This is an optimization exercise on Yosys and OpenROAD, whose aim is small area, a short achievable clock period and few clock cycles, not a production implementation. Function was checked by simulation only, so behaviour that the tests miss may differ from the original. No activity file was given, so power comes from the tool's default toggle rates.

==> design.v <==
module skid2 #(parameter W = 8) (
  input              clk,
  input              rst_n,
  input              in_vld,
  input  [W-1:0]     in_data,
  output             in_rdy,
  output             out_vld,
  output [W-1:0]     out_data,
  input              out_take
);
  reg [W-1:0] d0, d1;
  reg         wp, rp, rdy_r;
  reg [1:0]   cnt;
  wire        enq = in_vld & rdy_r;
  wire [1:0]  cnt_n = cnt + {1'b0, enq} - {1'b0, out_take};
  assign in_rdy   = rdy_r;
  assign out_vld  = (cnt != 2'd0);
  assign out_data = rp ? d1 : d0;
  always @(posedge clk) begin
    if (enq & ~wp) d0 <= in_data;
    if (enq &  wp) d1 <= in_data;
    if (!rst_n) begin
      wp    <= 1'b0;
      rp    <= 1'b0;
      cnt   <= 2'd0;
      rdy_r <= 1'b1;
    end else begin
      if (enq)      wp <= ~wp;
      if (out_take) rp <= ~rp;
      cnt   <= cnt_n;
      rdy_r <= ~cnt_n[1];
    end
  end
endmodule
module benc8 (input [7:0] w, output [11:0] e);
  wire [8:0] wx = {w, 1'b0};
  genvar k;
  generate
    for (k = 0; k < 4; k = k + 1) begin : dg
      wire b0 = wx[2*k];
      wire b1 = wx[2*k+1];
      wire b2 = wx[2*k+2];
      assign e[3*k]   = b0 ^ b1;
      assign e[3*k+1] = (b2 & ~b1 & ~b0) | (~b2 & b1 & b0);
      assign e[3*k+2] = b2 & ~(b1 & b0);
    end
  endgenerate
endmodule
module dot4 (
  input  [11:0] e0, e1, e2, e3,    
  input  [7:0]  w0, w1, w2, w3,
  output [21:0] s,
  output [21:0] c
);
  wire [9:0] w1_0 = {{2{w0[7]}}, w0};
  wire [9:0] w2_0 = {w0[7], w0, 1'b0};
  wire [9:0] r0_0 = (({10{e0[0]}} & w1_0) | ({10{e0[1]}} & w2_0)) ^ {10{e0[2]}};
  wire [9:0] r0_1 = (({10{e0[3]}} & w1_0) | ({10{e0[4]}} & w2_0)) ^ {10{e0[5]}};
  wire [9:0] r0_2 = (({10{e0[6]}} & w1_0) | ({10{e0[7]}} & w2_0)) ^ {10{e0[8]}};
  wire [9:0] r0_3 = (({10{e0[9]}} & w1_0) | ({10{e0[10]}} & w2_0)) ^ {10{e0[11]}};
  wire [9:0] w1_1 = {{2{w1[7]}}, w1};
  wire [9:0] w2_1 = {w1[7], w1, 1'b0};
  wire [9:0] r1_0 = (({10{e1[0]}} & w1_1) | ({10{e1[1]}} & w2_1)) ^ {10{e1[2]}};
  wire [9:0] r1_1 = (({10{e1[3]}} & w1_1) | ({10{e1[4]}} & w2_1)) ^ {10{e1[5]}};
  wire [9:0] r1_2 = (({10{e1[6]}} & w1_1) | ({10{e1[7]}} & w2_1)) ^ {10{e1[8]}};
  wire [9:0] r1_3 = (({10{e1[9]}} & w1_1) | ({10{e1[10]}} & w2_1)) ^ {10{e1[11]}};
  wire [9:0] w1_2 = {{2{w2[7]}}, w2};
  wire [9:0] w2_2 = {w2[7], w2, 1'b0};
  wire [9:0] r2_0 = (({10{e2[0]}} & w1_2) | ({10{e2[1]}} & w2_2)) ^ {10{e2[2]}};
  wire [9:0] r2_1 = (({10{e2[3]}} & w1_2) | ({10{e2[4]}} & w2_2)) ^ {10{e2[5]}};
  wire [9:0] r2_2 = (({10{e2[6]}} & w1_2) | ({10{e2[7]}} & w2_2)) ^ {10{e2[8]}};
  wire [9:0] r2_3 = (({10{e2[9]}} & w1_2) | ({10{e2[10]}} & w2_2)) ^ {10{e2[11]}};
  wire [9:0] w1_3 = {{2{w3[7]}}, w3};
  wire [9:0] w2_3 = {w3[7], w3, 1'b0};
  wire [9:0] r3_0 = (({10{e3[0]}} & w1_3) | ({10{e3[1]}} & w2_3)) ^ {10{e3[2]}};
  wire [9:0] r3_1 = (({10{e3[3]}} & w1_3) | ({10{e3[4]}} & w2_3)) ^ {10{e3[5]}};
  wire [9:0] r3_2 = (({10{e3[6]}} & w1_3) | ({10{e3[7]}} & w2_3)) ^ {10{e3[8]}};
  wire [9:0] r3_3 = (({10{e3[9]}} & w1_3) | ({10{e3[10]}} & w2_3)) ^ {10{e3[11]}};
  wire t1 = r0_0[6] ^ r0_1[4];
  wire t2 = r0_0[6] & r0_1[4];
  wire t3 = r0_0[4] ^ r0_1[2] ^ r0_2[0];
  wire t4 = (r0_0[4] & r0_1[2]) | (r0_0[4] & r0_2[0]) | (r0_1[2] & r0_2[0]);
  wire t5 = e0[8] ^ r1_0[4];
  wire t6 = e0[8] & r1_0[4];
  wire t7 = r0_0[5] ^ r0_1[3];
  wire t8 = r0_0[5] & r0_1[3];
  wire t9 = t1 ^ r0_2[2] ^ r0_3[0];
  wire t10 = (t1 & r0_2[2]) | (t1 & r0_3[0]) | (r0_2[2] & r0_3[0]);
  wire t11 = e0[11] ^ r1_0[6] ^ r1_1[4];
  wire t12 = (e0[11] & r1_0[6]) | (e0[11] & r1_1[4]) | (r1_0[6] & r1_1[4]);
  wire t13 = r1_2[2] ^ r1_3[0] ^ e1[11];
  wire t14 = (r1_2[2] & r1_3[0]) | (r1_2[2] & e1[11]) | (r1_3[0] & e1[11]);
  wire t15 = r2_0[6] ^ r2_1[4];
  wire t16 = r2_0[6] & r2_1[4];
  wire t17 = t2 ^ r0_0[7] ^ r0_1[5];
  wire t18 = (t2 & r0_0[7]) | (t2 & r0_1[5]) | (r0_0[7] & r0_1[5]);
  wire t19 = r0_2[3] ^ r0_3[1] ^ r1_0[7];
  wire t20 = (r0_2[3] & r0_3[1]) | (r0_2[3] & r1_0[7]) | (r0_3[1] & r1_0[7]);
  wire t21 = r1_1[5] ^ r1_2[3] ^ r1_3[1];
  wire t22 = (r1_1[5] & r1_2[3]) | (r1_1[5] & r1_3[1]) | (r1_2[3] & r1_3[1]);
  wire t23 = r2_0[7] ^ r2_1[5] ^ r2_2[3];
  wire t24 = (r2_0[7] & r2_1[5]) | (r2_0[7] & r2_2[3]) | (r2_1[5] & r2_2[3]);
  wire t25 = r0_0[8] ^ r0_1[6] ^ r0_2[4];
  wire t26 = (r0_0[8] & r0_1[6]) | (r0_0[8] & r0_2[4]) | (r0_1[6] & r0_2[4]);
  wire t27 = r0_3[2] ^ r1_0[8] ^ r1_1[6];
  wire t28 = (r0_3[2] & r1_0[8]) | (r0_3[2] & r1_1[6]) | (r1_0[8] & r1_1[6]);
  wire t29 = r1_2[4] ^ r1_3[2] ^ r2_0[8];
  wire t30 = (r1_2[4] & r1_3[2]) | (r1_2[4] & r2_0[8]) | (r1_3[2] & r2_0[8]);
  wire t31 = r2_1[6] ^ r2_2[4];
  wire t32 = r2_1[6] & r2_2[4];
  wire t33 = ~r0_0[9] ^ r0_1[7] ^ r0_2[5];
  wire t34 = (~r0_0[9] & r0_1[7]) | (~r0_0[9] & r0_2[5]) | (r0_1[7] & r0_2[5]);
  wire t35 = r0_3[3] ^ ~r1_0[9] ^ r1_1[7];
  wire t36 = (r0_3[3] & ~r1_0[9]) | (r0_3[3] & r1_1[7]) | (~r1_0[9] & r1_1[7]);
  wire t37 = r1_2[5] ^ r1_3[3] ^ ~r2_0[9];
  wire t38 = (r1_2[5] & r1_3[3]) | (r1_2[5] & ~r2_0[9]) | (r1_3[3] & ~r2_0[9]);
  wire t39 = r2_1[7] ^ r2_2[5];
  wire t40 = r2_1[7] & r2_2[5];
  wire t41 = r0_1[8] ^ r0_2[6] ^ r0_3[4];
  wire t42 = (r0_1[8] & r0_2[6]) | (r0_1[8] & r0_3[4]) | (r0_2[6] & r0_3[4]);
  wire t43 = r1_1[8] ^ r1_2[6];
  wire t44 = r1_1[8] & r1_2[6];
  wire t45 = ~r0_1[9] ^ r0_2[7] ^ r0_3[5];
  wire t46 = (~r0_1[9] & r0_2[7]) | (~r0_1[9] & r0_3[5]) | (r0_2[7] & r0_3[5]);
  wire t47 = r0_0[2] ^ r0_1[0] ^ e0[5];
  wire t48 = (r0_0[2] & r0_1[0]) | (r0_0[2] & e0[5]) | (r0_1[0] & e0[5]);
  wire t49 = r1_0[2] ^ r1_1[0];
  wire t50 = r1_0[2] & r1_1[0];
  wire t51 = r0_0[3] ^ r0_1[1];
  wire t52 = r0_0[3] & r0_1[1];
  wire t53 = t3 ^ t5 ^ r1_1[2];
  wire t54 = (t3 & t5) | (t3 & r1_1[2]) | (t5 & r1_1[2]);
  wire t55 = r1_2[0] ^ e1[8] ^ r2_0[4];
  wire t56 = (r1_2[0] & e1[8]) | (r1_2[0] & r2_0[4]) | (e1[8] & r2_0[4]);
  wire t57 = r2_1[2] ^ r2_2[0];
  wire t58 = r2_1[2] & r2_2[0];
  wire t59 = t4 ^ t6 ^ t7;
  wire t60 = (t4 & t6) | (t4 & t7) | (t6 & t7);
  wire t61 = r0_2[1] ^ r1_0[5] ^ r1_1[3];
  wire t62 = (r0_2[1] & r1_0[5]) | (r0_2[1] & r1_1[3]) | (r1_0[5] & r1_1[3]);
  wire t63 = r1_2[1] ^ r2_0[5] ^ r2_1[3];
  wire t64 = (r1_2[1] & r2_0[5]) | (r1_2[1] & r2_1[3]) | (r2_0[5] & r2_1[3]);
  wire t65 = r2_2[1] ^ r3_0[5];
  wire t66 = r2_2[1] & r3_0[5];
  wire t67 = t8 ^ t9 ^ t11;
  wire t68 = (t8 & t9) | (t8 & t11) | (t9 & t11);
  wire t69 = t13 ^ t15 ^ r2_2[2];
  wire t70 = (t13 & t15) | (t13 & r2_2[2]) | (t15 & r2_2[2]);
  wire t71 = r2_3[0] ^ e2[11] ^ r3_0[6];
  wire t72 = (r2_3[0] & e2[11]) | (r2_3[0] & r3_0[6]) | (e2[11] & r3_0[6]);
  wire t73 = r3_1[4] ^ r3_2[2] ^ r3_3[0];
  wire t74 = (r3_1[4] & r3_2[2]) | (r3_1[4] & r3_3[0]) | (r3_2[2] & r3_3[0]);
  wire t75 = t10 ^ t12 ^ t14;
  wire t76 = (t10 & t12) | (t10 & t14) | (t12 & t14);
  wire t77 = t16 ^ t17 ^ t19;
  wire t78 = (t16 & t17) | (t16 & t19) | (t17 & t19);
  wire t79 = t21 ^ t23 ^ r2_3[1];
  wire t80 = (t21 & t23) | (t21 & r2_3[1]) | (t23 & r2_3[1]);
  wire t81 = r3_0[7] ^ r3_1[5] ^ r3_2[3];
  wire t82 = (r3_0[7] & r3_1[5]) | (r3_0[7] & r3_2[3]) | (r3_1[5] & r3_2[3]);
  wire t83 = t18 ^ t20 ^ t22;
  wire t84 = (t18 & t20) | (t18 & t22) | (t20 & t22);
  wire t85 = t24 ^ t25 ^ t27;
  wire t86 = (t24 & t25) | (t24 & t27) | (t25 & t27);
  wire t87 = t29 ^ t31 ^ r2_3[2];
  wire t88 = (t29 & t31) | (t29 & r2_3[2]) | (t31 & r2_3[2]);
  wire t89 = r3_0[8] ^ r3_1[6] ^ r3_2[4];
  wire t90 = (r3_0[8] & r3_1[6]) | (r3_0[8] & r3_2[4]) | (r3_1[6] & r3_2[4]);
  wire t91 = t26 ^ t28 ^ t30;
  wire t92 = (t26 & t28) | (t26 & t30) | (t28 & t30);
  wire t93 = t32 ^ t33 ^ t35;
  wire t94 = (t32 & t33) | (t32 & t35) | (t33 & t35);
  wire t95 = t37 ^ t39 ^ r2_3[3];
  wire t96 = (t37 & t39) | (t37 & r2_3[3]) | (t39 & r2_3[3]);
  wire t97 = ~r3_0[9] ^ r3_1[7] ^ r3_2[5];
  wire t98 = (~r3_0[9] & r3_1[7]) | (~r3_0[9] & r3_2[5]) | (r3_1[7] & r3_2[5]);
  wire t99 = t34 ^ t36 ^ t38;
  wire t100 = (t34 & t36) | (t34 & t38) | (t36 & t38);
  wire t101 = t40 ^ t41 ^ t43;
  wire t102 = (t40 & t41) | (t40 & t43) | (t41 & t43);
  wire t103 = r1_3[4] ^ r2_1[8] ^ r2_2[6];
  wire t104 = (r1_3[4] & r2_1[8]) | (r1_3[4] & r2_2[6]) | (r2_1[8] & r2_2[6]);
  wire t105 = r2_3[4] ^ r3_1[8] ^ r3_2[6];
  wire t106 = (r2_3[4] & r3_1[8]) | (r2_3[4] & r3_2[6]) | (r3_1[8] & r3_2[6]);
  wire t107 = t42 ^ t44 ^ t45;
  wire t108 = (t42 & t44) | (t42 & t45) | (t44 & t45);
  wire t109 = ~r1_1[9] ^ r1_2[7] ^ r1_3[5];
  wire t110 = (~r1_1[9] & r1_2[7]) | (~r1_1[9] & r1_3[5]) | (r1_2[7] & r1_3[5]);
  wire t111 = ~r2_1[9] ^ r2_2[7] ^ r2_3[5];
  wire t112 = (~r2_1[9] & r2_2[7]) | (~r2_1[9] & r2_3[5]) | (r2_2[7] & r2_3[5]);
  wire t113 = ~r3_1[9] ^ r3_2[7] ^ r3_3[5];
  wire t114 = (~r3_1[9] & r3_2[7]) | (~r3_1[9] & r3_3[5]) | (r3_2[7] & r3_3[5]);
  wire t115 = t46 ^ r0_2[8] ^ r0_3[6];
  wire t116 = (t46 & r0_2[8]) | (t46 & r0_3[6]) | (r0_2[8] & r0_3[6]);
  wire t117 = r1_2[8] ^ r1_3[6] ^ r2_2[8];
  wire t118 = (r1_2[8] & r1_3[6]) | (r1_2[8] & r2_2[8]) | (r1_3[6] & r2_2[8]);
  wire t119 = r2_3[6] ^ r3_2[8];
  wire t120 = r2_3[6] & r3_2[8];
  wire t121 = ~r0_2[9] ^ r0_3[7] ^ ~r1_2[9];
  wire t122 = (~r0_2[9] & r0_3[7]) | (~r0_2[9] & ~r1_2[9]) | (r0_3[7] & ~r1_2[9]);
  wire t123 = r0_0[0] ^ e0[2] ^ r1_0[0];
  wire t124 = (r0_0[0] & e0[2]) | (r0_0[0] & r1_0[0]) | (e0[2] & r1_0[0]);
  wire t125 = t47 ^ t49 ^ e1[5];
  wire t126 = (t47 & t49) | (t47 & e1[5]) | (t49 & e1[5]);
  wire t127 = r2_0[2] ^ r2_1[0];
  wire t128 = r2_0[2] & r2_1[0];
  wire t129 = t48 ^ t50 ^ t51;
  wire t130 = (t48 & t50) | (t48 & t51) | (t50 & t51);
  wire t131 = r1_0[3] ^ r1_1[1] ^ r2_0[3];
  wire t132 = (r1_0[3] & r1_1[1]) | (r1_0[3] & r2_0[3]) | (r1_1[1] & r2_0[3]);
  wire t133 = r2_1[1] ^ r3_0[3];
  wire t134 = r2_1[1] & r3_0[3];
  wire t135 = t52 ^ t53 ^ t55;
  wire t136 = (t52 & t53) | (t52 & t55) | (t53 & t55);
  wire t137 = t57 ^ e2[8] ^ r3_0[4];
  wire t138 = (t57 & e2[8]) | (t57 & r3_0[4]) | (e2[8] & r3_0[4]);
  wire t139 = r3_1[2] ^ r3_2[0] ^ e3[8];
  wire t140 = (r3_1[2] & r3_2[0]) | (r3_1[2] & e3[8]) | (r3_2[0] & e3[8]);
  wire t141 = t54 ^ t56 ^ t58;
  wire t142 = (t54 & t56) | (t54 & t58) | (t56 & t58);
  wire t143 = t59 ^ t61 ^ t63;
  wire t144 = (t59 & t61) | (t59 & t63) | (t61 & t63);
  wire t145 = t65 ^ r3_1[3] ^ r3_2[1];
  wire t146 = (t65 & r3_1[3]) | (t65 & r3_2[1]) | (r3_1[3] & r3_2[1]);
  wire t147 = t60 ^ t62 ^ t64;
  wire t148 = (t60 & t62) | (t60 & t64) | (t62 & t64);
  wire t149 = t66 ^ t67 ^ t69;
  wire t150 = (t66 & t67) | (t66 & t69) | (t67 & t69);
  wire t151 = t71 ^ t73 ^ e3[11];
  wire t152 = (t71 & t73) | (t71 & e3[11]) | (t73 & e3[11]);
  wire t153 = t68 ^ t70 ^ t72;
  wire t154 = (t68 & t70) | (t68 & t72) | (t70 & t72);
  wire t155 = t74 ^ t75 ^ t77;
  wire t156 = (t74 & t75) | (t74 & t77) | (t75 & t77);
  wire t157 = t79 ^ t81 ^ r3_3[1];
  wire t158 = (t79 & t81) | (t79 & r3_3[1]) | (t81 & r3_3[1]);
  wire t159 = t76 ^ t78 ^ t80;
  wire t160 = (t76 & t78) | (t76 & t80) | (t78 & t80);
  wire t161 = t82 ^ t83 ^ t85;
  wire t162 = (t82 & t83) | (t82 & t85) | (t83 & t85);
  wire t163 = t87 ^ t89 ^ r3_3[2];
  wire t164 = (t87 & t89) | (t87 & r3_3[2]) | (t89 & r3_3[2]);
  wire t165 = t84 ^ t86 ^ t88;
  wire t166 = (t84 & t86) | (t84 & t88) | (t86 & t88);
  wire t167 = t90 ^ t91 ^ t93;
  wire t168 = (t90 & t91) | (t90 & t93) | (t91 & t93);
  wire t169 = t95 ^ t97 ^ r3_3[3];
  wire t170 = (t95 & t97) | (t95 & r3_3[3]) | (t97 & r3_3[3]);
  wire t171 = t92 ^ t94 ^ t96;
  wire t172 = (t92 & t94) | (t92 & t96) | (t94 & t96);
  wire t173 = t98 ^ t99 ^ t101;
  wire t174 = (t98 & t99) | (t98 & t101) | (t99 & t101);
  wire t175 = t103 ^ t105 ^ r3_3[4];
  wire t176 = (t103 & t105) | (t103 & r3_3[4]) | (t105 & r3_3[4]);
  wire t177 = t100 ^ t102 ^ t104;
  wire t178 = (t100 & t102) | (t100 & t104) | (t102 & t104);
  wire t179 = t106 ^ t107 ^ t109;
  wire t180 = (t106 & t107) | (t106 & t109) | (t107 & t109);
  wire t181 = t111 ^ t113 ^ 1'b1;
  wire t182 = (t111 & t113) | (t111 & 1'b1) | (t113 & 1'b1);
  wire t183 = t108 ^ t110 ^ t112;
  wire t184 = (t108 & t110) | (t108 & t112) | (t110 & t112);
  wire t185 = t114 ^ t115 ^ t117;
  wire t186 = (t114 & t115) | (t114 & t117) | (t115 & t117);
  wire t187 = t119 ^ r3_3[6] ^ 1'b1;
  wire t188 = (t119 & r3_3[6]) | (t119 & 1'b1) | (r3_3[6] & 1'b1);
  wire t189 = t116 ^ t118 ^ t120;
  wire t190 = (t116 & t118) | (t116 & t120) | (t118 & t120);
  wire t191 = t121 ^ r1_3[7] ^ ~r2_2[9];
  wire t192 = (t121 & r1_3[7]) | (t121 & ~r2_2[9]) | (r1_3[7] & ~r2_2[9]);
  wire t193 = r2_3[7] ^ ~r3_2[9] ^ r3_3[7];
  wire t194 = (r2_3[7] & ~r3_2[9]) | (r2_3[7] & r3_3[7]) | (~r3_2[9] & r3_3[7]);
  wire t195 = t122 ^ r0_3[8] ^ r1_3[8];
  wire t196 = (t122 & r0_3[8]) | (t122 & r1_3[8]) | (r0_3[8] & r1_3[8]);
  wire t197 = r2_3[8] ^ r3_3[8];
  wire t198 = r2_3[8] & r3_3[8];
  wire t199 = t123 ^ e1[2] ^ r2_0[0];
  wire t200 = (t123 & e1[2]) | (t123 & r2_0[0]) | (e1[2] & r2_0[0]);
  wire t201 = t124 ^ r0_0[1] ^ r1_0[1];
  wire t202 = (t124 & r0_0[1]) | (t124 & r1_0[1]) | (r0_0[1] & r1_0[1]);
  wire t203 = t125 ^ t127 ^ e2[5];
  wire t204 = (t125 & t127) | (t125 & e2[5]) | (t127 & e2[5]);
  wire t205 = r3_0[2] ^ r3_1[0];
  wire t206 = r3_0[2] & r3_1[0];
  wire t207 = t126 ^ t128 ^ t129;
  wire t208 = (t126 & t128) | (t126 & t129) | (t128 & t129);
  wire t209 = t131 ^ t133 ^ r3_1[1];
  wire t210 = (t131 & t133) | (t131 & r3_1[1]) | (t133 & r3_1[1]);
  wire t211 = t130 ^ t132 ^ t134;
  wire t212 = (t130 & t132) | (t130 & t134) | (t132 & t134);
  wire t213 = t135 ^ t137 ^ t139;
  wire t214 = (t135 & t137) | (t135 & t139) | (t137 & t139);
  wire t215 = t136 ^ t138 ^ t140;
  wire t216 = (t136 & t138) | (t136 & t140) | (t138 & t140);
  wire t217 = t141 ^ t143 ^ t145;
  wire t218 = (t141 & t143) | (t141 & t145) | (t143 & t145);
  wire t219 = t142 ^ t144 ^ t146;
  wire t220 = (t142 & t144) | (t142 & t146) | (t144 & t146);
  wire t221 = t147 ^ t149 ^ t151;
  wire t222 = (t147 & t149) | (t147 & t151) | (t149 & t151);
  wire t223 = t148 ^ t150 ^ t152;
  wire t224 = (t148 & t150) | (t148 & t152) | (t150 & t152);
  wire t225 = t153 ^ t155 ^ t157;
  wire t226 = (t153 & t155) | (t153 & t157) | (t155 & t157);
  wire t227 = t154 ^ t156 ^ t158;
  wire t228 = (t154 & t156) | (t154 & t158) | (t156 & t158);
  wire t229 = t159 ^ t161 ^ t163;
  wire t230 = (t159 & t161) | (t159 & t163) | (t161 & t163);
  wire t231 = t160 ^ t162 ^ t164;
  wire t232 = (t160 & t162) | (t160 & t164) | (t162 & t164);
  wire t233 = t165 ^ t167 ^ t169;
  wire t234 = (t165 & t167) | (t165 & t169) | (t167 & t169);
  wire t235 = t166 ^ t168 ^ t170;
  wire t236 = (t166 & t168) | (t166 & t170) | (t168 & t170);
  wire t237 = t171 ^ t173 ^ t175;
  wire t238 = (t171 & t173) | (t171 & t175) | (t173 & t175);
  wire t239 = t172 ^ t174 ^ t176;
  wire t240 = (t172 & t174) | (t172 & t176) | (t174 & t176);
  wire t241 = t177 ^ t179 ^ t181;
  wire t242 = (t177 & t179) | (t177 & t181) | (t179 & t181);
  wire t243 = t178 ^ t180 ^ t182;
  wire t244 = (t178 & t180) | (t178 & t182) | (t180 & t182);
  wire t245 = t183 ^ t185 ^ t187;
  wire t246 = (t183 & t185) | (t183 & t187) | (t185 & t187);
  wire t247 = t184 ^ t186 ^ t188;
  wire t248 = (t184 & t186) | (t184 & t188) | (t186 & t188);
  wire t249 = t189 ^ t191 ^ t193;
  wire t250 = (t189 & t191) | (t189 & t193) | (t191 & t193);
  wire t251 = t190 ^ t192 ^ t194;
  wire t252 = (t190 & t192) | (t190 & t194) | (t192 & t194);
  wire t253 = t195 ^ t197 ^ 1'b1;
  wire t254 = (t195 & t197) | (t195 & 1'b1) | (t197 & 1'b1);
  wire t255 = t196 ^ t198 ^ ~r0_3[9];
  wire t256 = (t196 & t198) | (t196 & ~r0_3[9]) | (t198 & ~r0_3[9]);
  wire t257 = ~r1_3[9] ^ ~r2_3[9] ^ ~r3_3[9];
  wire t258 = (~r1_3[9] & ~r2_3[9]) | (~r1_3[9] & ~r3_3[9]) | (~r2_3[9] & ~r3_3[9]);
  wire t259 = t199 ^ e2[2];
  wire t260 = t199 & e2[2];
  wire t261 = t200 ^ t201 ^ r2_0[1];
  wire t262 = (t200 & t201) | (t200 & r2_0[1]) | (t201 & r2_0[1]);
  wire t263 = t202 ^ t203 ^ t205;
  wire t264 = (t202 & t203) | (t202 & t205) | (t203 & t205);
  wire t265 = t204 ^ t206 ^ t207;
  wire t266 = (t204 & t206) | (t204 & t207) | (t206 & t207);
  wire t267 = t208 ^ t210 ^ t211;
  wire t268 = (t208 & t210) | (t208 & t211) | (t210 & t211);
  wire t269 = t212 ^ t214 ^ t215;
  wire t270 = (t212 & t214) | (t212 & t215) | (t214 & t215);
  wire t271 = t216 ^ t218 ^ t219;
  wire t272 = (t216 & t218) | (t216 & t219) | (t218 & t219);
  wire t273 = t220 ^ t222 ^ t223;
  wire t274 = (t220 & t222) | (t220 & t223) | (t222 & t223);
  wire t275 = t224 ^ t226 ^ t227;
  wire t276 = (t224 & t226) | (t224 & t227) | (t226 & t227);
  wire t277 = t228 ^ t230 ^ t231;
  wire t278 = (t228 & t230) | (t228 & t231) | (t230 & t231);
  wire t279 = t232 ^ t234 ^ t235;
  wire t280 = (t232 & t234) | (t232 & t235) | (t234 & t235);
  wire t281 = t236 ^ t238 ^ t239;
  wire t282 = (t236 & t238) | (t236 & t239) | (t238 & t239);
  wire t283 = t240 ^ t242 ^ t243;
  wire t284 = (t240 & t242) | (t240 & t243) | (t242 & t243);
  wire t285 = t244 ^ t246 ^ t247;
  wire t286 = (t244 & t246) | (t244 & t247) | (t246 & t247);
  wire t287 = t248 ^ t250 ^ t251;
  wire t288 = (t248 & t250) | (t248 & t251) | (t250 & t251);
  wire t289 = t252 ^ t254 ^ t255;
  wire t290 = (t252 & t254) | (t252 & t255) | (t254 & t255);
  wire t291 = t256 ^ t258;
  wire t292 = t256 & t258;
  wire t293 = t259 ^ r3_0[0];
  wire t294 = t259 & r3_0[0];
  wire t295 = t260 ^ t261 ^ r3_0[1];
  wire t296 = (t260 & t261) | (t260 & r3_0[1]) | (t261 & r3_0[1]);
  wire t297 = t262 ^ t263 ^ e3[5];
  wire t298 = (t262 & t263) | (t262 & e3[5]) | (t263 & e3[5]);
  wire t299 = t264 ^ t265 ^ t209;
  wire t300 = (t264 & t265) | (t264 & t209) | (t265 & t209);
  wire t301 = t266 ^ t267 ^ t213;
  wire t302 = (t266 & t267) | (t266 & t213) | (t267 & t213);
  wire t303 = t268 ^ t269 ^ t217;
  wire t304 = (t268 & t269) | (t268 & t217) | (t269 & t217);
  wire t305 = t270 ^ t271 ^ t221;
  wire t306 = (t270 & t271) | (t270 & t221) | (t271 & t221);
  wire t307 = t272 ^ t273 ^ t225;
  wire t308 = (t272 & t273) | (t272 & t225) | (t273 & t225);
  wire t309 = t274 ^ t275 ^ t229;
  wire t310 = (t274 & t275) | (t274 & t229) | (t275 & t229);
  wire t311 = t276 ^ t277 ^ t233;
  wire t312 = (t276 & t277) | (t276 & t233) | (t277 & t233);
  wire t313 = t278 ^ t279 ^ t237;
  wire t314 = (t278 & t279) | (t278 & t237) | (t279 & t237);
  wire t315 = t280 ^ t281 ^ t241;
  wire t316 = (t280 & t281) | (t280 & t241) | (t281 & t241);
  wire t317 = t282 ^ t283 ^ t245;
  wire t318 = (t282 & t283) | (t282 & t245) | (t283 & t245);
  wire t319 = t284 ^ t285 ^ t249;
  wire t320 = (t284 & t285) | (t284 & t249) | (t285 & t249);
  wire t321 = t286 ^ t287 ^ t253;
  wire t322 = (t286 & t287) | (t286 & t253) | (t287 & t253);
  wire t323 = t288 ^ t289 ^ t257;
  wire t324 = (t288 & t289) | (t288 & t257) | (t289 & t257);
  wire t325 = t290 ^ t291 ^ 1'b1;
  wire t326 = (t290 & t291) | (t290 & 1'b1) | (t291 & 1'b1);
  assign s = {1'b1, 1'b1, 1'b1, 1'b1, t326, t324, t322, t320, t318, t316, t314, t312, t310, t308, t306, t304, t302, t300, t298, t296, t294, t293};
  assign c = {1'b0, 1'b0, 1'b0, 1'b0, t292, t325, t323, t321, t319, t317, t315, t313, t311, t309, t307, t305, t303, t301, t299, t297, t295, e3[2]};
endmodule
module conv #(parameter AW = 5, parameter DB = 10) (
  input         clk,
  input         rst_n,
  input  [7:0]  ifmap_data,
  output        ifmap_rdy,
  input         ifmap_vld,
  input  [7:0]  weight_data,
  output        weight_rdy,
  input         weight_vld,
  output [31:0] ofmap_data,
  input         ofmap_rdy,
  output        ofmap_vld,
  input  [15:0] config_data,
  output        config_rdy,
  input         config_vld
);
  integer i;
  genvar g, h;
  reg        cfg_rdy_r;
  reg        cfg_v;
  reg [5:0]  cfg_a;
  reg [7:0]  cfg_d;
  reg        st_r;       
  reg [4:0]  c_zm1;      
  reg [3:0]  c_pm1;      
  reg [3:0]  c_oxm1;     
  reg [1:0]  c_fxm1;     
  reg [1:0]  c_fym1;     
  reg [1:0]  c_s;        
  reg [4:0]  c_ix;       
  reg [4:0]  c_iy;       
  reg [3:0]  c_ic1m1;    
  reg [7:0]  c_oc1m1;    
  assign config_rdy = cfg_rdy_r;
  always @(posedge clk) begin
    if (!rst_n) begin
      cfg_rdy_r <= 1'b1;
      cfg_v     <= 1'b0;
      st_r      <= 1'b0;
    end else begin
      cfg_v <= config_vld & cfg_rdy_r;
      st_r  <= cfg_v && (cfg_a == 6'd34);
      if (cfg_v && cfg_a == 6'd34) cfg_rdy_r <= 1'b0;
    end
    cfg_a <= config_data[13:8];
    cfg_d <= config_data[7:0];
    if (cfg_v) begin
      case (cfg_a)
        6'd2:  c_zm1   <= cfg_d[4:0];
        6'd4:  c_pm1   <= cfg_d[3:0];
        6'd6:  c_oxm1  <= cfg_d[3:0] - 4'd1;
        6'd10: c_fxm1  <= cfg_d[1:0] - 2'd1;
        6'd12: c_fym1  <= cfg_d[1:0] - 2'd1;
        6'd14: c_s     <= cfg_d[1:0];
        6'd16: c_ix    <= cfg_d[4:0];
        6'd18: c_iy    <= cfg_d[4:0];
        6'd20: c_ic1m1 <= cfg_d[3:0] - 4'd1;
        6'd22: c_oc1m1 <= cfg_d - 8'd1;
        default: ;
      endcase
    end
  end
  reg [4:0] d_rowstep;   
  reg [4:0] d_stepfy;    
  reg [4:0] d_stepic;    
  reg [5:0] d_z;         
  reg [3:0] d_pm2, d_oxm2;
  reg [7:0] d_oc1m2;
  reg       d_ox1, d_fx1, d_fy1, d_ic11, d_oc11;
  reg [7:0] d_ins;       
  wire [4:0] dx   = c_ix - {1'b0, c_oxm1};
  wire [4:0] dyf  = c_iy - {3'b0, c_fym1};
  wire [4:0] ixdy = c_ix * dyf;
  always @(posedge clk) begin
    d_rowstep <= (c_s == 2'd2) ? {dx[3:0], 1'b0} :
                 (c_s == 2'd3) ? dx + {dx[3:0], 1'b0} : dx;
    d_stepfy  <= c_ix - {3'b0, c_fxm1};
    d_stepic  <= ixdy - {3'b0, c_fxm1};
    d_z       <= {1'b0, c_zm1} + 6'd1;
    d_pm2     <= c_pm1 - 4'd1;
    d_oxm2    <= c_oxm1 - 4'd1;
    d_oc1m2   <= c_oc1m1 - 8'd1;
    d_ox1     <= (c_oxm1 == 4'd0);
    d_fx1     <= (c_fxm1 == 2'd0);
    d_fy1     <= (c_fym1 == 2'd0);
    d_ic11    <= (c_ic1m1 == 4'd0);
    d_oc11    <= (c_oc1m1 == 8'd0);
    for (i = 0; i < 8; i = i + 1) d_ins[i] <= (c_pm1[2:0] == i);
  end
  wire       w_v, i_v;
  wire [7:0] w_d, i_d;
  wire       w_take, i_take;
  skid2 #(.W(8)) wsk (
    .clk(clk), .rst_n(rst_n),
    .in_vld(weight_vld), .in_data(weight_data), .in_rdy(weight_rdy),
    .out_vld(w_v), .out_data(w_d), .out_take(w_take)
  );
  skid2 #(.W(8)) isk (
    .clk(clk), .rst_n(rst_n),
    .in_vld(ifmap_vld), .in_data(ifmap_data), .in_rdy(ifmap_rdy),
    .out_vld(i_v), .out_data(i_d), .out_take(i_take)
  );
  reg [3:0] s;           
  reg       s0;          
  reg       pend;        
  reg       rl;          
  reg [3:0] ox;          
  reg       oxl;         
  reg [1:0] fx, fy;
  reg [3:0] ic1;
  reg [7:0] oc1;
  reg       fxl, fyl, icl, ocl;   
  reg       fb;          
  reg [4:0] rel;         
  reg [AW-1:0] rd;       
  reg [4:0] bo;          
  reg [AW-1:0] bb;       
  reg [AW-1:0] rtb;      
  reg       rpar;        
  wire       lb    = fxl & fyl & icl;    
  wire [4:0] bstep = !fxl ? 5'd1 : !fyl ? d_stepfy : d_stepic;
  wire [4:0] bo_nx = bo + bstep;
  reg [7:0] ib [0:(4<<AW)-1];
  reg [AW+1:0] wa;       
  reg [5:0] wwd;         
  reg       wpar;        
  reg       tfull;       
  reg       wlast;       
  reg [6:0] ovl;         
  reg [6:0] fr;          
  reg [5:0] cw;          
  reg       cpar;        
  reg              wv;   
  reg [AW+1:0]     wadr;
  reg [7:0]        wdat;
  wire      ahead = wpar ^ rpar;
  wire      wr_ok = ~tfull & (~ahead | (ovl < fr));
  wire [4:0] fpt  = lb ? (rl ? rel : 5'd31) : ((rl && rel < bo_nx) ? rel : bo_nx);
  assign i_take = i_v & wr_ok;
  always @(posedge clk) begin
    fr   <= (ocl ? {2'b00, fpt} : 7'd0) + (7'd1 << AW);
    wadr <= wa;
    wdat <= i_d;
    if (wv) ib[wadr] <= wdat;
    if (!rst_n) begin
      wa    <= 0;
      wwd   <= 6'd0;
      wpar  <= 1'b0;
      tfull <= 1'b0;
      wlast <= 1'b0;
      ovl   <= 7'd0;
      cw    <= 6'd0;
      cpar  <= 1'b0;
      wv    <= 1'b0;
    end else begin
      cw   <= wwd;
      cpar <= wpar;
      wv   <= i_take;
      if (st_r) begin
        wlast <= (d_z == 6'd1);
        ovl   <= {1'b0, d_z};
      end
      if (i_take) begin
        wa <= wa + 1'b1;
        if (wa[1:0] == 2'd3) begin
          if (wlast && !ahead) begin
            wwd   <= 6'd0;
            wpar  <= ~wpar;
            wlast <= (d_z == 6'd1);
            ovl   <= {1'b0, d_z};
          end else begin
            wwd   <= wwd + 6'd1;
            tfull <= wlast;
            wlast <= (wwd + 6'd2 == d_z);
            ovl   <= ovl + 7'd1;
          end
        end
      end else if (tfull && !ahead) begin
        wwd   <= 6'd0;
        wpar  <= ~wpar;
        tfull <= 1'b0;
        wlast <= (d_z == 6'd1);
        ovl   <= {1'b0, d_z};
      end
    end
  end
  reg [7:0] ws [0:15];
  reg [7:0] wst [0:15];
  reg [4:0] wcnt;
  wire      ws_full = wcnt[4];
  wire      take;
  assign w_take = w_v & (~ws_full | take);
  always @(posedge clk) begin
    if (w_take) begin
      ws[15] <= w_d;
      for (i = 0; i < 15; i = i + 1) ws[i] <= ws[i+1];
    end
    if (take)
      for (i = 0; i < 16; i = i + 1) wst[i] <= ws[i];
    if (!rst_n) wcnt <= 5'd0;
    else        wcnt <= take ? {4'd0, w_take} : wcnt + {4'd0, w_take};
  end
  reg [3:0] wp;          
  reg [3:0] rp;          
  reg [1:0] dq;          
  reg [4:0] nal;         
  reg [4:0] nav;         
  wire      pdone;       
  wire avail = (cpar ^ rpar) | ({1'b0, rel} < cw);
  wire dok   = (nal != DB);
  wire issue = (~s0 | ws_full) & (~rl | (avail & (~lb | dok)));
  assign take = issue & s0;
  wire [4:0]    pstep = oxl ? d_rowstep : {3'd0, c_s};
  wire [AW-1:0] rtb_n = rtb + d_z;
  always @(posedge clk) begin
    if (!rst_n) begin
      s <= 4'd0; s0 <= 1'b1; pend <= 1'b0; rl <= 1'b1; ox <= 4'd0; oxl <= 1'b0;
      fx <= 2'd0; fy <= 2'd0; ic1 <= 4'd0; oc1 <= 8'd0;
      fxl <= 1'b0; fyl <= 1'b0; icl <= 1'b0; ocl <= 1'b0; fb <= 1'b1;
      rel <= 5'd0; bo <= 5'd0; bb <= 0; rtb <= 0;
      rpar <= 1'b0;
    end else if (st_r) begin
      oxl <= d_ox1;
      fxl <= d_fx1;
      fyl <= d_fy1;
      icl <= d_ic11;
      ocl <= d_oc11;
    end else if (issue) begin
      if (pend) begin
        s    <= 4'd0;
        s0   <= 1'b1;
        pend <= 1'b0;
        rl   <= 1'b1;
        ox   <= 4'd0;
        oxl  <= d_ox1;
        if (lb) begin
          fx <= 2'd0; fy <= 2'd0; ic1 <= 4'd0;
          fxl <= d_fx1; fyl <= d_fy1; icl <= d_ic11;
          fb <= 1'b1;
          bo <= 5'd0; rel <= 5'd0;
          if (ocl) begin
            oc1 <= 8'd0; ocl <= d_oc11;
            rtb <= rtb_n; rpar <= ~rpar; bb <= rtb_n;
          end else begin
            oc1 <= oc1 + 8'd1; ocl <= (oc1 == d_oc1m2);
            bb <= rtb;
          end
        end else begin
          fb <= 1'b0;
          if (!fxl) begin
            fx <= fx + 2'd1; fxl <= (fx + 2'd1 == c_fxm1);
          end else begin
            fx <= 2'd0; fxl <= d_fx1;
            if (!fyl) begin
              fy <= fy + 2'd1; fyl <= (fy + 2'd1 == c_fym1);
            end else begin
              fy <= 2'd0; fyl <= d_fy1;
              ic1 <= ic1 + 4'd1; icl <= (ic1 + 4'd1 == c_ic1m1);
            end
          end
          bo  <= bo_nx;
          rel <= bo_nx;
          bb  <= bb + bstep;
        end
      end else begin
        s    <= s + 4'd1;
        s0   <= 1'b0;
        pend <= (s == 4'd14);
        rl   <= rl & (s != c_pm1);
        if (rl) begin
          ox   <= oxl ? 4'd0 : ox + 4'd1;
          oxl  <= oxl ? d_ox1 : (ox == d_oxm2);
          rel  <= rel + pstep;
        end
      end
    end
  end
  reg  [31:0]   rd_oh;       
  wire [AW-1:0] rd_nx = !issue ? rd :
                        !pend  ? (rl ? rd + pstep : rd) :
                        lb     ? (ocl ? rtb_n : rtb) : bb + bstep;
  always @(posedge clk) begin
    if (!rst_n) begin
      rd    <= 0;
      rd_oh <= 32'd1;
    end else if (!st_r) begin
      rd    <= rd_nx;
      for (i = 0; i < 32; i = i + 1) rd_oh[i] <= (rd_nx == i);
    end
  end
  reg        t1_v, t1_first, t1_final, t1_real, t1_end;
  reg [47:0] x_r;           
  reg        t2_v, t2_final, t2_real;
  reg        t2_zero;       
  reg [21:0] cs_s [0:3];    
  reg [21:0] cs_c [0:3];
  wire [31:0] x_t [0:32];
  assign x_t[0] = 32'd0;
  generate
    for (g = 0; g < 32; g = g + 1) begin : rdw
      assign x_t[g+1] = x_t[g] | ({32{rd_oh[g]}} & {ib[4*g+3], ib[4*g+2], ib[4*g+1], ib[4*g]});
    end
  endgenerate
  wire [31:0] x_w = x_t[32];
  wire [47:0] x_e;
  generate
    for (g = 0; g < 4; g = g + 1) begin : xe
      benc8 enc (.w(x_w[g*8 +: 8]), .e(x_e[g*12 +: 12]));
    end
  endgenerate
  always @(posedge clk) begin
    t1_first <= fb;
    t1_final <= lb;
    t1_real  <= rl;
    t1_end   <= pend;
    x_r      <= x_e;
    t2_final <= t1_final;
    t2_real  <= t1_real;
    t2_zero  <= t1_end ? t1_final : t1_first;
    if (!rst_n) begin
      t1_v <= 1'b0;
      t2_v <= 1'b0;
    end else begin
      t1_v <= issue;
      t2_v <= t1_v;
    end
  end
  generate
    for (h = 0; h < 4; h = h + 1) begin : mo
      wire [21:0] sv, cv;
      dot4 dp (
        .e0(x_r[0*12 +: 12]), .e1(x_r[1*12 +: 12]), .e2(x_r[2*12 +: 12]), .e3(x_r[3*12 +: 12]),
        .w0(wst[0*4+h]), .w1(wst[1*4+h]), .w2(wst[2*4+h]), .w3(wst[3*4+h]),
        .s(sv), .c(cv)
      );
      always @(posedge clk) begin
        cs_s[h] <= sv;
        cs_c[h] <= cv;
      end
    end
  endgenerate
  reg  [87:0] ch [0:15];
  wire [87:0] acc_n;
  generate
    for (g = 0; g < 4; g = g + 1) begin : acc
      assign acc_n[g*22 +: 22] = ch[0][g*22 +: 22] + cs_s[g] + cs_c[g];
    end
  endgenerate
  always @(posedge clk) begin
    if (t2_v) begin
      for (i = 1; i < 15; i = i + 1) ch[i] <= ch[i+1];
      ch[15] <= acc_n;
    end
    if (!rst_n)    ch[0] <= 88'd0;
    else if (t2_v) ch[0] <= t2_zero ? 88'd0 : ch[1];
  end
  reg [87:0] db [0:DB-1];
  reg        navnz;      
  reg        dwr;        
  reg [21:0] oq [0:1];   
  reg [1:0]  qn;         
  reg        qw, qh;     
  reg [21:0] o_p;        
  reg        o_s;        
  reg        ov;         
  wire       alloc = issue & lb & rl;
  wire [87:0] dpix = db[rp];
  wire [21:0] dval = dpix[dq*22 +: 22];
  wire       push  = navnz & ~qn[1];
  wire       pop   = ov & ofmap_rdy;
  assign pdone = push & (dq == 2'd3);
  wire [4:0] nal_a = nal + {4'd0, alloc};
  wire [4:0] nav_a = nav + {4'd0, dwr};
  wire [4:0] nal_d = nal_a - 5'd1;
  wire [4:0] nav_d = nav_a - 5'd1;
  wire [3:0] rp_i  = (rp == DB - 1) ? 4'd0 : rp + 4'd1;
  wire [21:0] hd_pop  = qn[1] ? oq[~qh] : dval;           
  wire [21:0] hd_stay = (qn != 2'd0) ? oq[qh] : dval;     
  wire [1:0] qn_a = qn + {1'b0, push};
  always @(posedge clk) begin
    if (dwr) db[wp] <= ch[15];
    if (push) oq[qw] <= dval;
    o_p <= pop ? hd_pop : hd_stay;
    o_s <= pop ? hd_pop[21] : (ov ? o_p[21] : dval[21]);
    if (!rst_n) begin
      dwr   <= 1'b0;
      wp    <= 4'd0;
      rp    <= 4'd0;
      dq    <= 2'd0;
      nal   <= 5'd0;
      nav   <= 5'd0;
      navnz <= 1'b0;
      qn    <= 2'd0;
      qw    <= 1'b0;
      qh    <= 1'b0;
      ov    <= 1'b0;
    end else begin
      dwr <= t2_v & t2_final & t2_real;
      if (dwr) wp <= (wp == DB - 1) ? 4'd0 : wp + 4'd1;
      if (pdone) rp <= rp_i;
      if (push) begin
        dq <= dq + 2'd1;
        qw <= ~qw;
      end
      nal   <= pdone ? nal_d : nal_a;
      nav   <= pdone ? nav_d : nav_a;
      navnz <= pdone ? (nav_d != 5'd0) : (nav_a != 5'd0);
      if (pop) qh <= ~qh;
      qn <= pop ? qn_a - 2'd1 : qn_a;
      ov <= pop ? (qn_a != 2'd1) : (qn_a != 2'd0);
    end
  end
  assign ofmap_vld  = ov;
  assign ofmap_data = {{10{o_s}}, o_p};
endmodule
==> flow/run.sh <==
#!/bin/bash
# Layout flow: the standard synthesis and ORFS layout, with the post-placement
# timing repair (repair_timing) asked to leave a larger setup margin, so that it
# keeps optimising paths well below the 16 ns clock. The SDC and the clock period
# are the design's own; only the optimisation target of the repair changes.
set -euo pipefail
MARGIN=${MARGIN:-11.7}
# 1. Standard synthesis, unchanged.
bash standard.sh synth > synth.log 2>&1
# 2. Floorplan to final layout with the same ORFS make command, plus the margin.
MAKECMD=$(grep '^make ' standard.sh | sed 's/"\${@:-finish}"//')
eval "$MAKECMD SETUP_SLACK_MARGIN=$MARGIN SKIP_GATE_CLONING=1 finish" > layout.log 2>&1
# 3. Write out/final.def (targets are up to date, so make does nothing here).
bash standard.sh finish > def.log 2>&1
==> standard.sh <==
#!/bin/bash
# synth_recipe.tcl (not shown) runs the flow's synth.tcl, then flattens the netlist and writes it again
# the make line also repeats each setting of config.mk as NAME=value (left out here)
make -C /OpenROAD-flow-scripts/flow DESIGN_CONFIG=/design/flow/config.mk WORK_HOME=/design/flow/orfs CLKGATE_MAP_FILE= SYNTH_SCRIPT=/design/flow/synth_recipe.tcl "${@:-finish}"
==> config.mk <==
export PLATFORM = sky130hd
export DESIGN_NAME = conv
export DESIGN_NICKNAME = conv
export VERILOG_FILES = /design/flow/design.v
export SDC_FILE = /design/flow/constraint.sdc
export NUM_CORES = 8
export LEC_CHECK = 0
export CAP_MARGIN = 20
export CORE_MARGIN = 2
export CORE_UTILIZATION = 65
export CTS_CLUSTER_DIAMETER = 80
export CTS_CLUSTER_SIZE = 20
export PLACE_DENSITY = 0.8
export SLEW_MARGIN = 20
==> constraint.sdc <==
create_clock -name core_clock -period 16.0 [get_ports {clk}]
set_input_delay 3.2000 -clock core_clock [delete_from_list [all_inputs] [get_ports {clk}]]
set_output_delay 3.2000 -clock core_clock [all_outputs]
set_load 0.01 [all_outputs]
==> impl_metrics.env, run 1 <==
export IMPL_htreeDepth=4
export IMPL_cts_clk_slew_worst_paths_ns=0.08
export IMPL_cp_endpoint="ofmap_data[30]"
export IMPL_rows=189
export IMPL_critPathBufInv=2
export IMPL_synthesis_instances=10500
export IMPL_cpPeakStageDelay_ns=0.37
export IMPL_finalSetupViolCount=0
export IMPL_port_buffers=71
export IMPL_ff2ff_path_depth=16
export IMPL_r2r_slack_ns=11.38
export IMPL_grt_max_degree=132
export IMPL_core_um2=264000
export IMPL_required_ns=12.80
export IMPL_clockBufferDepth=4
export IMPL_hp_class="register to register"
export IMPL_synth_area_top_cells="edfxtp_1 (63%), fa_1 (7.3%), dfxtp_1 (6.4%)"
export IMPL_dpl_cell_count=13700
export IMPL_grt_pass1_vias=98700
export IMPL_synthesis_nets=11400
export IMPL_yosysSeqAreaShare=0.691
export IMPL_syn_area_um2=172000
export IMPL_p_leak_nw=63.1
export IMPL_synth_seq_cells=4150
export IMPL_critPathKind="register to output pin"
export IMPL_cp_depth=2
export IMPL_cellPowerDensity_nw_per_um2=186
export IMPL_gr_total_overflow=0
export IMPL_skew_ns=0.116
export IMPL_slowest_stage="dfxtp_4"
export IMPL_status="timing/DRC/antenna clean"
export IMPL_yosysTopAreaCell="edfxtp_1"
export IMPL_via_per_inst=6.81
export IMPL_irDropWorstVdd_mv=0.370
export IMPL_crit_path_cell_trace="buf_4, buf_6"
export IMPL_wirelength_um=467000
export IMPL_yosysMostFrequentCell="edfxtp_1"
export IMPL_max_cap_viol_count=0
export IMPL_finalNetCount=11500
export IMPL_synth_flop_cell="edfxtp_1"
export IMPL_yosysTopAreaCellShare=0.626
export IMPL_end_kind="output pin"
export IMPL_fin_cells=14200
export IMPL_synth_avg_cell_area_um2=16.4
export IMPL_worstSetupStartpointType="register"
export IMPL_drive_gt1_frac=0.135
export IMPL_cp_top_family="flip-flops"
export IMPL_route_vias_total=97000
export IMPL_io_pin_count=74
export IMPL_globalplace_congestion=0.915
export IMPL_stdcell_area_um2=187000
export IMPL_die_w_um=519
export IMPL_wl_per_cell_um=32.8
export IMPL_clkLatencyLatePin_ns=1.02
export IMPL_period_needed_ns=4.80
export IMPL_final_hold_viol_count=0
export IMPL_slew_violations=0
export IMPL_grt_first_pass_wirelength_um=676000
export IMPL_drtPass1Iterations=7
export IMPL_ant_nets=0
export IMPL_cp_arrival_ns=1.60
export IMPL_synthTopCellsByCount="edfxtp_1 (3597), a22oi_1 (839), inv_1 (803)"
export IMPL_syn_to_final_growth_pct=8.48
export IMPL_r2r_start="x_r[4]"
export IMPL_hold_buffers=0
export IMPL_initial_utilization=0.652
export IMPL_cp_startpoint="o_s"
export IMPL_whs_ns=0.305
export IMPL_drc=0
export IMPL_worstPathMaxFanout=6
export IMPL_yosysWarnings=12
export IMPL_synth_edf_count=3597
export IMPL_slew_headroom=0.147
export IMPL_r2r_end="cs_c[3][7]"
export IMPL_ys_types=79
export IMPL_cts_tree="yes"
export IMPL_async_flop_share=0
export IMPL_root_buffer="clkbuf_16"
export IMPL_cts_buffers=241
export IMPL_multi_input_area_um2=49000
export IMPL_n_fill_cell=15700
export IMPL_die_h_um=519
export IMPL_placed_area_um2=177000
export IMPL_rsz0062_at_grt="true"
export IMPL_clkSinkCount=4150
export IMPL_drt_iter0_markers=15800
export IMPL_gr_usage_all_layers=0.347
export IMPL_worst_pin_slew_ns=1.28
export IMPL_layout_area_seq_um2=119000
export IMPL_max_freq_mhz=208
export IMPL_tns_ns=0
export IMPL_die_area_um2=269000
export IMPL_fin_crit_sh=0.300
export IMPL_dp_hpwl_um=266000
export IMPL_antenna_found_initial=27
where the power goes:
| part | total, W | internal (W) | switching [W] | leakage [nW] |
|---|---|---|---|---|
| logic | 0.0150 | 0.00595 | 0.00908 | 22.8 |
| registers | 0.0133 | 0.0129 | 0.000457 | 37.0 |
| clock network | 0.00640 | 0.00289 | 0.00351 | 3.32 |
| total | 0.0348 | 0.0217 | 0.0131 | 63.1 |
worst reg2reg max path, delay by kind of cell (launching register included):
family / cells / cell delay (ns)
fa+ha+maj: 7 / 3.33
buf+inv: 7 / 0.61
flops: 1 / 0.34
xor+xnor: 1 / 0.15
compound gates: 1 / 0.14
cells in the final DEF, fill, tap and decap left out, types with 57 or more instances in the layout:
master	Yosys	routed
edfxtp_1	3597	3597
a22oi_1	839	805
inv_1	803	711
xnor2_1	525	507
fa_1	627	488
dfxtp_1	553	479
nor2_1	425	379
mux4_2	286	286
nand2_1	260	260
xor2_1	263	258
ha_1	253	249
clkbuf_16	0	245
buf_4	14	213
a21oi_1	200	198
o21ai_0	158	149
fa_2	0	139
nand3_1	138	137
clkbuf_1	375	123
nor2b_1	108	105
inv_2	4	94
nand4_1	84	84
a221oi_1	84	84
a22o_1	65	65
buf_6	2	64
mux2i_1	57	57
buf_12	0	57
layer usage:
metal / track usage / vias to the layer above / share of wire
met5: 0 / - / 0.00022
met4: 0.158 / 16 / 0.058
met3: 0.0810 / 1619 / 0.12
met2: 0.550 / 7628 / 0.47
met1: 0.462 / 48800 / 0.34
li1: - / 38900 / -
kinds of logic (layout without fill, tap and decap cells):
family / count (synthesis) / after routing / share of synthesized area
compound gates: 1618 / 1618 / 0.0672
xor+xnor: 788 / 788 / 0.0400
fa+ha+maj: 880 / 880 / 0.0912
buf+inv: 1392 / 1602 / 0.0314
flops: 4150 / 4150 / 0.691
mux: 397 / 397 / 0.0442
other cells: 0 / 9 / 0
simple gates: 1270 / 1270 / 0.0354
layout make-up:
cell class / count / area share
diodes: 9 / 0.000120
repair buffers: 400 / 0.0233
well taps: 3533 / 0.0236
flip-flops and latches: 4150 / 0.638
inverters: 808 / 0.0164
clock buffers: 368 / 0.0352
multi-input cells: 4953 / 0.262
clock inverters: 26 / 0.00175
sequential cells by signal, indices dropped and copies added, names as in the netlist, 22 cells and up, named ones only:
name	count
wst	128
cs_c	69
cs_s	72
o_p	22
db	880
ch	1408
ws	128
rd_oh	32
ib	1024
x_r	48
oq	44
repair_timing:
item | in CTS | in global routing
gates resized for setup | 467 | 238
setup buffers | 129 | 26
setup endpoints to repair | 719 | 310
pin swaps | 116 | 200
worst min path at each step:
stage / slack (ns) / to / start / cells after the start
finish: 0.31 / wadr[6] / wa[6] / 0
global route: 0.32 / wadr[6] / wa[6] / 0
CTS: 0.32 / ch[2][82] / ch[3][82] / 0
detailed placement: 0.34 / t2_real / t1_real / 0
global placement: 0.31 / t2_real / t1_real / 0
floorplan: 0.31 / t2_real / t1_real / 0
per-stage QoR:
stage / setup slack, ns / utilization / total power, W
6_report: 11.20 / 0.707 / 0.0348
3_3_place_gp: 10.08 / 0.668 / 0.0265
5_1_grt: 11.18 / 0.707 / 0.0366
3_5_place_dp: 9.84 / 0.669 / 0.0266
4_1_cts: 11.18 / 0.704 / 0.0339
2_1_floorplan: 5.75 / - / 0.0211
Testbench counts, summed over its fixed seeds: cycles 19,358.
==> inputs of run 2 (changes only) <==
--- a/flow/run.sh
+++ b/flow/run.sh
@@ -6,3 +6,3 @@
 set -euo pipefail
-MARGIN=${MARGIN:-11.7}
+MARGIN=${MARGIN:-11.5}
 # 1. Standard synthesis, unchanged.
--- a/config.mk
+++ b/config.mk
@@ -10,5 +10,6 @@
 export CORE_UTILIZATION = 65
-export CTS_CLUSTER_DIAMETER = 80
-export CTS_CLUSTER_SIZE = 20
+export CTS_CLUSTER_DIAMETER = 70
+export CTS_CLUSTER_SIZE = 16
 export PLACE_DENSITY = 0.8
 export SLEW_MARGIN = 20
+export TNS_END_PERCENT = 10
==> run 2 against run 1 <==
Net effect: still clean; die area stayed put; setup slack better by 0.078 ns; wire length is 2.3% higher; largest power group unchanged.
==> impl_metrics.env, run 2 <==
export IMPL_layout_common_cells="edfxtp_1 (3597), a22oi_1 (825), inv_1 (797)"
export IMPL_holdPathStages=0
export IMPL_reg_largest_list="ch (1408), ib (1024), db (880)"
export IMPL_ys_types=79
export IMPL_globalplace_congestion=0.915
export IMPL_syn_area_um2=172000
export IMPL_clockBufferDepth=4
export IMPL_status="timing/DRC/antenna clean"
export IMPL_root_buffer="clkbuf_16"
export IMPL_cts_buffers=312
export IMPL_critPathKind="register to output pin"
export IMPL_finalSetupViolCount=0
export IMPL_drt_iter0_markers=16900
export IMPL_worstPathMaxFanout=5
export IMPL_r2r_slack_ns=11.32
export IMPL_yosysTopAreaCell="edfxtp_1"
export IMPL_mostFrequentLayoutCell="edfxtp_1"
export IMPL_synth_area_top_cells="edfxtp_1 (63%), fa_1 (7.3%), dfxtp_1 (6.4%)"
export IMPL_layout_area_seq_um2=119000
export IMPL_max_cap_viol_count=0
export IMPL_wl_per_cell_um=33.4
export IMPL_synth_edf_count=3597
export IMPL_skew_ns=0.0824
export IMPL_hp_class="register to register"
export IMPL_grt_first_pass_wirelength_um=680000
export IMPL_worstSetupStartpointType="register"
export IMPL_cts_tree="yes"
export IMPL_port_buffers=71
export IMPL_route_vias_total=98400
export IMPL_gr_usage_all_layers=0.348
export IMPL_largest_reg_flops=1408
export IMPL_max_freq_mhz=212
export IMPL_initial_utilization=0.652
export IMPL_finalNetCount=11500
export IMPL_regMostFlops="ch"
export IMPL_cp_arrival_ns=1.52
export IMPL_core_um2=264000
export IMPL_die_h_um=519
export IMPL_yosysMostFrequentCell="edfxtp_1"
export IMPL_drtPass1Iterations=9
export IMPL_cellPowerDensity_nw_per_um2=188
export IMPL_synthTopCellsByCount="edfxtp_1 (3597), a22oi_1 (839), inv_1 (803)"
export IMPL_clkLatencyLatePin_ns=0.92
export IMPL_n_fill_cell=15500
export IMPL_synthesis_instances=10500
export IMPL_async_flop_share=0
export IMPL_dp_hpwl_um=266000
export IMPL_ant_nets=0
export IMPL_gr_total_overflow=0
export IMPL_via_per_inst=6.88
export IMPL_wirelength_um=478000
export IMPL_die_area_um2=269000
export IMPL_yosysWarnings=12
export IMPL_htreeDepth=5
export IMPL_io_pin_count=74
export IMPL_die_w_um=519
export IMPL_tns_ns=0
export IMPL_drc=0
export IMPL_slew_violations=0
export IMPL_rows=189
export IMPL_synthesis_nets=11400
export IMPL_multi_input_area_um2=48400
export IMPL_irDropWorstVdd_mv=0.405
export IMPL_clkSinkCount=4150
export IMPL_ff2ff_path_depth=14
export IMPL_cts_clk_slew_worst_paths_ns=0.08
export IMPL_antenna_found_initial=24
export IMPL_r2r_end="ch[15][85]"
export IMPL_syn_to_final_growth_pct=8.94
export IMPL_end_kind="output pin"
export IMPL_p_leak_nw=63.9
export IMPL_grt_pass1_vias=99500
export IMPL_min_delay_start="t1_real"
export IMPL_synth_seq_cells=4150
export IMPL_period_needed_ns=4.72
export IMPL_drive_gt1_frac=0.115
export IMPL_r2r_start="cs_c[0][0]"
export IMPL_required_ns=12.80
export IMPL_worst_pin_slew_ns=1.27
export IMPL_rsz0062_at_grt="true"
export IMPL_grt_max_degree=132
export IMPL_final_hold_viol_count=0
export IMPL_slew_headroom=0.151
export IMPL_utilization=0.710
export IMPL_synth_avg_cell_area_um2=16.4
export IMPL_yosysTopAreaCellShare=0.626
export IMPL_yosysSeqAreaShare=0.691
export IMPL_hold_end="t2_real"
export IMPL_synth_flop_cell="edfxtp_1"
export IMPL_fin_crit_sh=0.295
==> run 2: cell count changes in the layout (fill, tap and decap cells not counted), moves of 16 or more <==
| cell | previous run | this run |
|---|---|---|
| fa_1 | 488 | 592 |
| dfxtp_1 | 479 | 495 |
| inv_2 | 94 | 7 |
| fa_2 | 139 | 35 |
| clkbuf_16 | 245 | 319 |
| a22oi_2 | 35 | 15 |
| buf_12 | 57 | 39 |
| inv_1 | 711 | 797 |
| buf_6 | 64 | 35 |
| a22oi_1 | 805 | 825 |
==> run 2: worst max path at each step <==
stage                endpoint  slack, ns  depth (start not counted)  start
2_1_floorplan       ch[0][55]       5.75                          7   t2_v
6_report       ofmap_data[27]      11.28                          2    o_s
3_5_place_dp       ch[12][46]       9.84                          5   t2_v
5_1_grt        ofmap_data[27]      11.26                          2    o_s
3_3_place_gp       ch[14][44]      10.08                          5   t2_v
4_1_cts        ofmap_data[29]      11.26                          2    o_s
==> run 2: area by class of cell <==
cell class                      count  area share
Clock inverter                     37     0.00278
Inverter                          808      0.0163
Sequential cell                  4150       0.635
Antenna cell                       12    0.000160
Tap cell                         3533      0.0235
Timing Repair Buffer              356      0.0194
Clock buffer                      455      0.0453
Multi-Input combinational cell   4953       0.258
==> run 2: repair_timing <==
item                       CTS  global route
buffers inserted             6           103
hold buffers                 0             0
resized for setup          195           154
pin swaps                    0            61
setup endpoints to repair  526           361
==> run 2: metrics by stage <==
stage	hold slack [ns]	cells	total power, W	area (um2)	worst slack (ns)
finish	0.330	14300	0.0353	188000	11.28
global route	0.323	14300	0.0371	188000	11.26
CTS	0.315	14200	0.0346	186000	11.26
detailed placement	0.338	13700	0.0266	177000	9.84
global placement	0.314	13700	0.0265	177000	10.08
floorplan	0.310	10500	0.0211	172000	5.75
==> run 2: cell families (layout without fill, tap and decap cells) <==
logic type / count (synthesis) / after routing / synth area share
flops: 4150 / 4150 / 0.691
compound gates: 1618 / 1618 / 0.0672
buf+inv: 1392 / 1656 / 0.0314
simple gates: 1270 / 1270 / 0.0354
fa+ha+maj: 880 / 880 / 0.0912
xor+xnor: 788 / 788 / 0.0400
mux: 397 / 397 / 0.0442
other cells: 0 / 12 / 0
==> run 2: where the power goes <==
part	leakage [nW]	internal [W]	switching [W]	total, W
clock network	4.34	0.00377	0.00383	0.00760
registers	37.0	0.0129	0.000460	0.0133
logic	22.6	0.00546	0.00891	0.0144
total	63.9	0.0221	0.0132	0.0353
==> run 2: per-layer routing <==
metal,global-route usage,share of wire
met3,0.0751,0.13
met1,0.466,0.34
met4,0.160,0.062
met5,0,0.00017
met2,0.554,0.47
==> run 2: worst max-delay path, cell delays in order, from the launching register on <==
cell     delay [ns]
dfxtp_4        0.36
buf_6          0.13
buf_6          0.11
==> inputs of run 3 (changes only) <==
--- a/config.mk
+++ b/config.mk
@@ -7,3 +7,3 @@
 export LEC_CHECK = 0
-export CAP_MARGIN = 20
+export CAP_MARGIN = 0
 export CORE_MARGIN = 2
@@ -13,3 +13,3 @@
 export PLACE_DENSITY = 0.8
-export SLEW_MARGIN = 20
+export SLEW_MARGIN = 0
 export TNS_END_PERCENT = 10
==> run 3 against run 2 <==
Net effect: the layout now fails its checks (capacitance limit, slew limit); final area hardly changed; sequential cell count unchanged; count of clock-buffer cells in the layout shrank 8; global-route usage fell by 0.48 points; sequential power hardly changed; area after synthesis is the same; first-iteration DRC count shrank 6.2%; synthesized cell count is the same; clock skew is 0.0028 ns higher; non-clock buffer count fell by 9; critical path type unchanged; largest power group unchanged; highest routed layer unchanged.
==> impl_metrics.env, run 3 <==
export IMPL_layout_area_seq_um2=119000
export IMPL_ff2ff_path_depth=14
export IMPL_intPower_w=0.0220
export IMPL_failed_checks="capacitance limit, slew limit"
export IMPL_die_h_um=519
export IMPL_status="complete, but fails checks"
export IMPL_slowest_stage="dfxtp_2"
export IMPL_fin_crit_sh=0.298
export IMPL_max_freq_mhz=210
export IMPL_layout_common_cells="edfxtp_1 (3597), a22oi_1 (820), inv_1 (791)"
export IMPL_cts_clk_slew_worst_paths_ns=0.07
export IMPL_stdcell_area_um2=188000
export IMPL_wl_per_cell_um=32.9
export IMPL_r2r_start="cs_c[0][0]"
export IMPL_grt_first_pass_wirelength_um=672000
export IMPL_die_w_um=519
export IMPL_drt_iter0_markers=15800
export IMPL_power_frac_comb=0.405
export IMPL_cts_tree="yes"
export IMPL_port_buffers=71
export IMPL_grt_pass1_vias=99000
export IMPL_syn_to_final_growth_pct=8.85
export IMPL_finalSetupViolCount=0
export IMPL_yosysWarnings=12
export IMPL_hold_end="wadr[6]"
export IMPL_drc=0
export IMPL_gr_usage_all_layers=0.343
export IMPL_clockBufferDepth=4
export IMPL_initial_utilization=0.652
export IMPL_cp_top_family="flip-flops"
export IMPL_wirelength_um=471000
export IMPL_skew_ns=0.0852
export IMPL_cts_buffers=311
export IMPL_critPathKind="register to output pin"
export IMPL_grt_max_degree=132
export IMPL_max_cap_viol_count=2
export IMPL_slew_violations=9
export IMPL_ys_types=79
export IMPL_rows=189
export IMPL_p_leak_nw=63.8
export IMPL_gr_total_overflow=0
export IMPL_end_kind="output pin"
export IMPL_dp_hpwl_um=266000
export IMPL_yosysTopAreaCell="edfxtp_1"
export IMPL_synthesis_instances=10500
export IMPL_placed_area_um2=177000
export IMPL_synth_area_top_cells="edfxtp_1 (63%), fa_1 (7.3%), dfxtp_1 (6.4%)"
export IMPL_final_hold_viol_count=0
export IMPL_multi_input_area_um2=48400
export IMPL_netSwitchingFraction=0.373
export IMPL_core_um2=264000
export IMPL_worstPathMaxFanout=1
export IMPL_drtPass1Iterations=9
export IMPL_period_needed_ns=4.76
export IMPL_finalNetCount=11500
export IMPL_synthesis_nets=11400
export IMPL_clkSinkCount=4150
export IMPL_min_delay_start="wa[6]"
export IMPL_r2r_end="ch[15][85]"
export IMPL_die_area_um2=269000
export IMPL_synth_avg_cell_area_um2=16.4
export IMPL_synth_flop_cell="edfxtp_1"
export IMPL_r2r_slack_ns=11.43
export IMPL_synthTopCellsByCount="edfxtp_1 (3597), a22oi_1 (839), inv_1 (803)"
export IMPL_antenna_found_initial=34
export IMPL_holdPathStages=0
export IMPL_total_switching_power_w=0.0131
export IMPL_slew_headroom=-0.0689
export IMPL_n_fill_cell=15600
export IMPL_cp_arrival_ns=1.56
export IMPL_ant_nets=0
## run 3: cell counts after synthesis
No cell type changed its count.
## run 3: routing by layer
metal / vias up / GRT usage / wire length (um)
met5: - / 0 / 148
met2: 7728 / 0.540 / 220000
li1: 39000 / - / -
met1: 49000 / 0.464 / 163000
met4: 22 / 0.160 / 28700
met3: 1703 / 0.0760 / 58300
## run 3: power groups by stage
stage | Combinational (W) | Clock (W) | Sequential [W]
finish | 0.0142 | 0.00753 | 0.0134
global route | 0.0158 | 0.00788 | 0.0134
global placement | 0.0130 | 0 | 0.0136
floorplan | 0.00767 | 0 | 0.0134
CTS | 0.0136 | 0.00753 | 0.0134
detailed placement | 0.0130 | 0 | 0.0136
## run 3: stage by stage
stage	hold slack (ns)	utilization	setup WS, ns	instances	total power, W
after floorplan	0.310	-	5.75	10500	0.0211
after global placement	0.314	0.668	10.08	13700	0.0265
after detailed placement	0.338	0.668	9.86	13700	0.0266
after CTS	0.315	0.703	11.23	14200	0.0345
after global routing	0.322	0.710	11.23	14300	0.0370
final	0.304	0.710	11.24	14300	0.0351
## run 3: timing repair
| item | 4_1_cts | 5_1_grt |
|---|---|---|
| endpoints found under the setup margin | 518 | 423 |
| hold buffers | 0 | 0 |
| buffers inserted | 7 | 102 |
| gates resized for setup | 173 | 179 |
| pin swaps | 0 | 66 |
## run 3: layout make-up
type / count / share of cell area
antenna: 16 / 0.000213
clock buffer: 447 / 0.0451
clock inverter: 37 / 0.00275
inverter: 808 / 0.0163
multi-input combinational: 4953 / 0.258
sequential: 4150 / 0.635
tap: 3533 / 0.0236
timing repair buffer: 347 / 0.0191
## run 3: how the worst max path moves through the flow
| stage | depth (start not counted) | endpoint | from | slack [ns] |
|---|---|---|---|---|
| final | 1 | ofmap_data[6] | o_p[6] | 11.24 |
| after global routing | 1 | ofmap_data[21] | o_p[21] | 11.23 |
| after CTS | 2 | ofmap_data[28] | o_s | 11.23 |
| after detailed placement | 5 | ch[12][46] | t2_v | 9.86 |
| after global placement | 5 | ch[14][44] | t2_v | 10.08 |
| after floorplan | 7 | ch[0][55] | t2_v | 5.75 |
## run 3: logic make-up (layout without fill, tap and decap cells)
group | after synthesis | after routing | share of synthesized area
multiplexers | 397 | 397 | 0.0442
adder cells (fa/ha/maj) | 880 | 880 | 0.0912
XOR/XNOR | 788 | 788 | 0.0400
AND/OR/NAND/NOR | 1270 | 1270 | 0.0354
buffers and inverters | 1392 | 1639 | 0.0314
other | 0 | 16 | 0
AO/OA/AOI/OAI | 1618 | 1618 | 0.0672
flip-flops | 4150 | 4150 | 0.691

-- separate check: timing with driven ports --
No port has a modelled driver above. Below, the same layouts with a new extraction and two added sets of constraints. Step 1 sets driving cells, clkbuf_16 on the clock port and buf_2 on the other inputs (assumed; they add their load-dependent delay and slew). Step 2 moves the port delays by t, midway between the first and last clock arrival at a register: inputs arrive t later, outputs are due t later. That takes back most of the time a late clock gives input paths. Slacks: no drivers / after step 1 / after step 2; pairs: no drivers / after step 1.
| run | t, ns | slack for setup (ns) | hold WS [ns] |
|---|---|---|---|
| run 1 | 1.060 | 11.202 / 11.094 / 10.791 | 0.305 / 0.305 / 0.305 |
| run 2 | 0.994 | 11.280 / 11.170 / 10.380 | 0.330 / 0.330 / 0.330 |
| run 3 | 1.016 | 11.240 / 11.131 / 10.562 | 0.304 / 0.304 / 0.304 |
For run 2, which loses most, drivers alone change the setup slack by -0.110 ns; drivers and shift together by -0.900 ns.
